Context: an optimization exercise on an open-source flow, tuned for small area, a short achievable clock period and few clock cycles per item. The choices shown serve that exercise and are no tape-out recipe. The RTL was checked by simulation tests, not by an equivalence proof against the original design. Power is estimated from default activity; no workload was simulated.

==> flow/design.v (outline; a module is shown in full before it is edited, if it fits) <==
// module rca: 18 lines
// module gmux: 9 lines
// module CI_fir: 1430 lines
module CI_fir
	(
		input 		reset,
		input		clk,
		input		clk_en,
		input	[31:0]	dataa,
		input	[31:0]	datab,
		input		start,
		output	[31:0]	result,
		output		done
	);
  // ...
==> flow/flow/run.sh <==
#!/bin/bash
# Layout flow: the standard layout (standard.sh, unchanged synthesis and steps), with the
# resizer's setup repair told to keep MARGIN ns of slack against the 17 ns clock, so that it
# sizes and buffers the logic for the period the design can reach instead of stopping at 17 ns.
# make's full output goes to flow.log here; ORFS writes each step's log under orfs/logs/.
set -euo pipefail
MARGIN=12
bash standard.sh SETUP_SLACK_MARGIN=$MARGIN finish > flow.log 2>&1
==> flow/standard.sh <==
#!/bin/bash
# synth_recipe.tcl (not shown) runs the flow's synth.tcl, then flattens the netlist and writes it again
# the make line also repeats each setting of config.mk as NAME=value (left out here)
make -C /OpenROAD-flow-scripts/flow DESIGN_CONFIG=/design/flow/config.mk WORK_HOME=/design/flow/orfs CLKGATE_MAP_FILE= SYNTH_SCRIPT=/design/flow/synth_recipe.tcl "${@:-finish}"
==> flow/config.mk <==
export PLATFORM = sky130hd
export DESIGN_NAME = CI_fir
export DESIGN_NICKNAME = CI_fir
export VERILOG_FILES = /design/flow/design.v
export SDC_FILE = /design/flow/constraint.sdc
export NUM_CORES = 4
export LEC_CHECK = 0
export CAP_MARGIN = 20
export CORE_MARGIN = 2
export CORE_UTILIZATION = 45
export CTS_CLUSTER_DIAMETER = 80
export CTS_CLUSTER_SIZE = 25
export SLEW_MARGIN = 20
==> flow/constraint.sdc <==
create_clock -name core_clock -period 17.0 [get_ports {clk}]
set_input_delay 3.4000 -clock core_clock [delete_from_list [all_inputs] [get_ports {clk}]]
set_output_delay 3.4000 -clock core_clock [all_outputs]
set_load 0.01 [all_outputs]
==> summary.md, run 1 <==
| Metric | Value |
|---|---|
| Period utilisation layout | 29.36% |
| DP Area | a little over 0.1 mm² |
| Commonest non-fill, non-tap cell in the layout | dfxtp_1 |
| EDFF count, synth | 24 |
| Reg area | 0.03783 mm² |
| Share of cells above drive strength 1 | 6.854% |
| Fin area | 0.1107 mm² |
| TritonCTS clock tree | done |
| Well Taps | approximately 3000 |
| Max incr delay on CP | 0.27 ns |
| Worst slack, placed | 8.609 ns |
| GR Util All Layers | between 20% and 30% |
| Data required, critical path | 17.53 ns |
| Crit path kind | in2reg |
| Met1 usage | ~34% |
| WP buf/inv | 3 |
| P_leak | 42.21 nW |
| Die ar. | 0.2259 mm² |
| Post-DP HPWL | 166.2 mm |
| Top routing layer in use | met4 |
| # hold bufs at CTS | 0 |
| Status | finished clean |
| First-pass GRT wire length | 399.8 mm |
| Top Consumer | sequential cells |
| Comb pwr | 0.00147 W |
| Antenna cells | 4 |
| Routed vias | 63710 |
| Mapped Area | 0.09997 mm² |
| Clk pwr share | 34.1% |
Testbench counts, summed over its fixed seeds: cycles 9,608, items 9,600.
==> inputs of run 2 (changes only) <==
==> flow/flow/run.sh (replaced) <==
#!/bin/bash
# Layout flow: the standard layout (standard.sh, unchanged synthesis and steps), with the
# resizer's setup repair told to keep MARGIN ns of slack against the 17 ns clock, so that it
# sizes and buffers the logic for the period the design can reach instead of stopping at 17 ns.
# Synthesis is the standard one except that SYNTH_ARGS=-noabc skips the quick ABC pass inside
# yosys synth (registers are unchanged), so extract_fa sees the adders as written and maps
# them to full-adder cells without extra inverters.
# make's full output goes to flow.log here; ORFS writes each step's log under orfs/logs/.
set -euo pipefail
MARGIN=12
bash standard.sh SYNTH_ARGS=-noabc SETUP_SLACK_MARGIN=$MARGIN finish > flow.log 2>&1
==> summary.md, run 2 <==
| Metric | Value |
|---|---|
| Status | finished clean (unchanged) |
| Most frequent cell after synthesis | dfxtp_1 (unchanged) |
| Reg2Reg Setup Slack | 11.83 ns (was 12.10 ns) |
| TritonCTS clock tree | done (unchanged) |
| CP cell instances | clkdlybuf4s15_1 -> ha_1 -> nand3_2 -> a211oi_4 -> a311oi_2 -> buf_4 -> a21oi_4 -> a311oi_4 -> buf_6 -> buf_6 -> buf_6 -> nor2_4 -> buf_4 -> buf_6 -> nand2_2 -> o21ai_2 -> xor2_1 (was clkdlybuf4s15_2 -> ha_4 -> buf_4 -> a21oi_4 -> a211oi_4 -> buf_4 -> nor4_4 -> o21ai_2 -> a21o_1 -> a21oi_2 -> o21bai_1 -> xor2_1) |
| Crit end category | flop (unchanged) |
| Deepest clock path buffer count | 3 (unchanged) |
| Core ar. | 0.2125 mm² (was 0.2214 mm²) |
| Critical Path Source Type | input port (unchanged) |
| Top cells by area, synth | dfxtp_1, fa_1, a22o_1 (unchanged) |
| Distinct cells, synth | 58 (was 70) |
| Clock Latency Late Sink | 0.80 ns (about the same) |
| Period utilisation layout | 31.06% (was 29.36%) |
| First-pass DRT Iterations | 5 (unchanged) |
| Clock slew at reported path FFs | 0.09 ns (was 0.10 ns) |
| Highest net fanout along the worst path | 2 (was 3) |
| Final hold vios | 0 (unchanged) |
| Average routed wire per standard cell | 21.23 µm (was 20.43 µm) |
| Max Cap Violations | 0 (unchanged) |
| Worst r2r path cells | 25 (was 14) |
| Data required, critical path | 17.56 ns (was 17.53 ns) |
| Final core area utilization | 49.89% (was 50.01%) |
| Commonest non-fill, non-tap cell in the layout | dfxtp_1 (unchanged) |
| # hold bufs at CTS | 0 (unchanged) |
| Post-DRT Antenna Nets | 0 (unchanged) |
| Seq/Total Area, Yosys | 39.18% (was 37.77%) |
| Initial antenna violation count | 5 (was 8) |
| Max-slew headroom | 22.04% (was 28.10%) |
| RR Startpoint | xr1[1] (was p3[16]) |
| Cell Rows | 169 (was 173) |
| HP Start | t16[17] (was t14[26]) |
| Setup Skew | 0.05458 ns (was 0.04253 ns) |
| Peak Freq | 189.4 MHz (was 200.3 MHz) |
| Seq cells post-synth | 1874 (unchanged) |
| Post-Syn Area per Cell | 12.16 µm² (was 10.86 µm²) |
| FF-to-FF End | rres[17] (was t24[23]) |
| RD Place Congestion | 0.7962 (was 0.8168) |
| Mapped Area | 0.09637 mm² (was 0.09997 mm²) |
| Overflow after GRT | 0 (unchanged) |
| Share of cells above drive strength 1 | 6.556% (was 6.854%) |
| Dominant synthesized flop cell | dfxtp_1 (unchanged) |
| Hold Path Depth | 2 (was 1) |
| Hold EP | t16[17] (was t13[26]) |
| Final setup vio count | 0 (unchanged) |
| Die width | 466.8 µm (was 475.3 µm) |
| Cell with the largest stage delay on the worst path | ha_1 (was nor4_4) |
| Ys Warns | 1 (unchanged) |
| Max incr delay on CP | 0.32 ns (was 0.27 ns) |
| First-pass GRT wire length | 367.3 mm (was 399.8 mm) |
| Cells after synthesis | 7922 (was 9202) |
| Post-DP HPWL | 151.3 mm (was 166.2 mm) |
| PortBufs | 60 (unchanged) |
| Via density per instance | 5.435 (was 5.203) |
| Most frequent cells in the layout | dfxtp_1, fa_1, a22o_1 (was dfxtp_1, inv_1, fa_1) |
| Cell area power density | 87.81 mW/mm² (was 85.14 mW/mm²) |
| RSZ-0062 raised after global routing | yes (unchanged) |
| TNS Setup | 0 ns (unchanged) |
| Post-synth top area share | 38.43% (was 37.05%) |
| Slew @ Worst Pin | 1.169 ns (was 1.079 ns) |
| Ys async rst share | 0% (unchanged) |
| Peak VDD IR | 0.00008873 V (was 0.00009470 V) |
| WL final | 229.1 mm (was 250.2 mm) |
| TritonCTS buffer count | 111 (unchanged) |
| Data arrival, critical path | 5.84 ns (was 5.52 ns) |
| Io pins | 101 (unchanged) |
| Num Clock Sinks | 1874 (unchanged) |
| EDFF count, synth | 24 (unchanged) |
| P_leak | 45.86 nW (was 42.21 nW) |
| H-tree depth | 3 (unchanged) |
| Min Tclk post-route | 5.280 ns (was 4.992 ns) |
| Routed vias | 58620 (was 63710) |
| Top delay family on crit path | buffers and inverters (was compound AO/OA/AOI/OAI gates) |
| DP Area | 0.1000 mm² (was 0.1039 mm²) |
| Die ar. | 0.2179 mm² (was 0.2259 mm²) |
| Root Driver | clkbuf_16 (unchanged) |
| Crit-path most repeated cell | buf_6 (was buf_4) |
| Crit path kind | in2reg (unchanged) |
| Fin area | 0.1060 mm² (was 0.1107 mm²) |
| First DRT Iteration DRCs | 4283 (was 4493) |
| WP buf/inv | 7 (was 3) |
| Post-synth top area cell | dfxtp_1 (unchanged) |
| Vias in the first global route | 63390 (was 68050) |
| Pin count of the biggest net entering global routing | 225 (was 176) |
| Synth top cells by count | dfxtp_1, fa_1, a22o_1 (was dfxtp_1, inv_1, fa_1) |
| Max Transition Viols Final | 0 (unchanged) |
| Initial Utilization | 45.35% (was 45.15%) |
| P&R area growth vs syn | 10.02% (was 10.77%) |
| Layout net count | 9739 (was 11030) |
| DRC | 0 (unchanged) |
| GR Util All Layers | 21.44% (was 22.78%) |
| Worst hold path type | reg2reg (unchanged) |
| Die Y-Extent | 466.8 µm (was 475.3 µm) |
==> run 2: cell count changes in the layout (fill, tap and decap cells not counted), sizes merged, moves of 14 or more <==
cell	delta
clkinvlp	-25
ha	+14
a21oi	-21
bufbuf	-17
a22o	+298
a21o	+33
nand2	-301
inv	-956
o21ai	-321
==> run 2: kinds of logic after synthesis <==
kind of cell | Yosys count | share of synthesized area, %
buffers and inverters | 1054 | 4.136
AO/OA/AOI/OAI | 2135 | 16.27
other | 1 | 0.003891
XOR/XNOR | 220 | 1.999
flip-flops | 1874 | 39.18
adder cells (fa/ha/maj) | 1805 | 34.92
AND/OR/NAND/NOR | 833 | 3.498
==> run 2: worst min-delay path, stage by stage (launching register included) <==
cell and delay, ns:
dfxtp_1 0.33, nand2_1 0.04, o21ai_0 0.05
==> run 2: stage by stage <==
step	worst slack [ns]	std cells	total power [W]	hold WS [ns]
2_1_floorplan	11.48	7929	0.005728	0.4250
3_3_place_gp	8.884	10490	0.006104	0.4349
3_5_place_dp	8.856	10490	0.006136	0.4418
4_1_cts	11.76	10750	0.009377	0.4639
5_1_grt	11.65	10780	0.009770	0.4853
6_report	11.72	10790	0.009310	0.4613
==> run 2: routing by layer <==
| metal | global-route usage [%] | vias to the layer above | part of all wire (%) |
|---|---|---|---|
| met5 | 0 | - | 0.0057 |
| met3 | 2.986 | 253 | 4.8 |
| met2 | 32.69 | 1122 | 45 |
| met4 | 5.031 | 2 | 2.1 |
| met1 | 32.25 | 30530 | 48 |
| li1 | - | 26720 | - |
==> run 2: area by class of cell <==
cell class	count	area, µm²
repair inverters	3	26.28
clock buffers	124	2962
repair buffers	251	3083
diodes	4	10.01
multi-input cells	5004	55210
flip-flops and latches	1874	37840
well taps	2821	3530
fillers	18630	106500
inverters	621	2347
clock inverters	85	1012
==> run 2: worst max-delay path by stage <==
stage | start | endpoint | slack (ns) | cells past startpoint
global route | xr1[1] | rres[16] | 11.65 | 24
floorplan | dataa[16] | rres[22] | 11.48 | 10
global placement | clk_en | t40[1] | 8.88 | 8
CTS | dataa[2] | rres[20] | 11.76 | 13
finish | dataa[4] | rres[17] | 11.72 | 17
detailed placement | clk_en | t43[0] | 8.86 | 8
==> run 2: power breakdown <==
group | internal, W | switching, W | total [W]
sequential | 0.00459 | 0.000192 | 0.00479
combinational | 0.000586 | 0.000762 | 0.00135
clock | 0.00143 | 0.00174 | 0.00317
total | 0.00661 | 0.00270 | 0.00931
==> run 2: what timing repair did <==
action	CTS	global route
gates cloned	19	7
resized for setup	230	49
buffers inserted	33	27
endpoints found under the setup margin	1644	691
pin swaps	39	44

## separate check: timing with driven ports
Ports are ideal in the flow. The routed layouts listed here were re-timed in OpenROAD.
Step 1, drivers: a clkbuf_16 drives clk and a buf_2 each remaining input, both assumed.
Step 2, shift: input delay + t, output delay - t, t = (earliest + latest rising clock arrival at the registers) / 2. This alone moves slack from input paths to output paths.
Slacks: ideal ports / drivers / drivers and shift; pairs: ideal ports / drivers.
run | t, ns | setup slack, ns | hold slack, ns | latest minus earliest clock arrival (ns) | cell pins on the clock port's net
run 1 | 0.873 | 12.008 / 12.024 / 11.188 | 0.456 / 0.456 / 0.456 | 0.053 / 0.053 | 1
run 2 | 0.859 | 11.720 / 11.757 / 10.898 | 0.461 / 0.461 / 0.461 | 0.057 / 0.057 | 1
After both steps setup and hold are still met in every run listed. For run 2, which loses most, drivers alone change the setup slack by +0.037 ns; drivers and shift together by -0.822 ns.
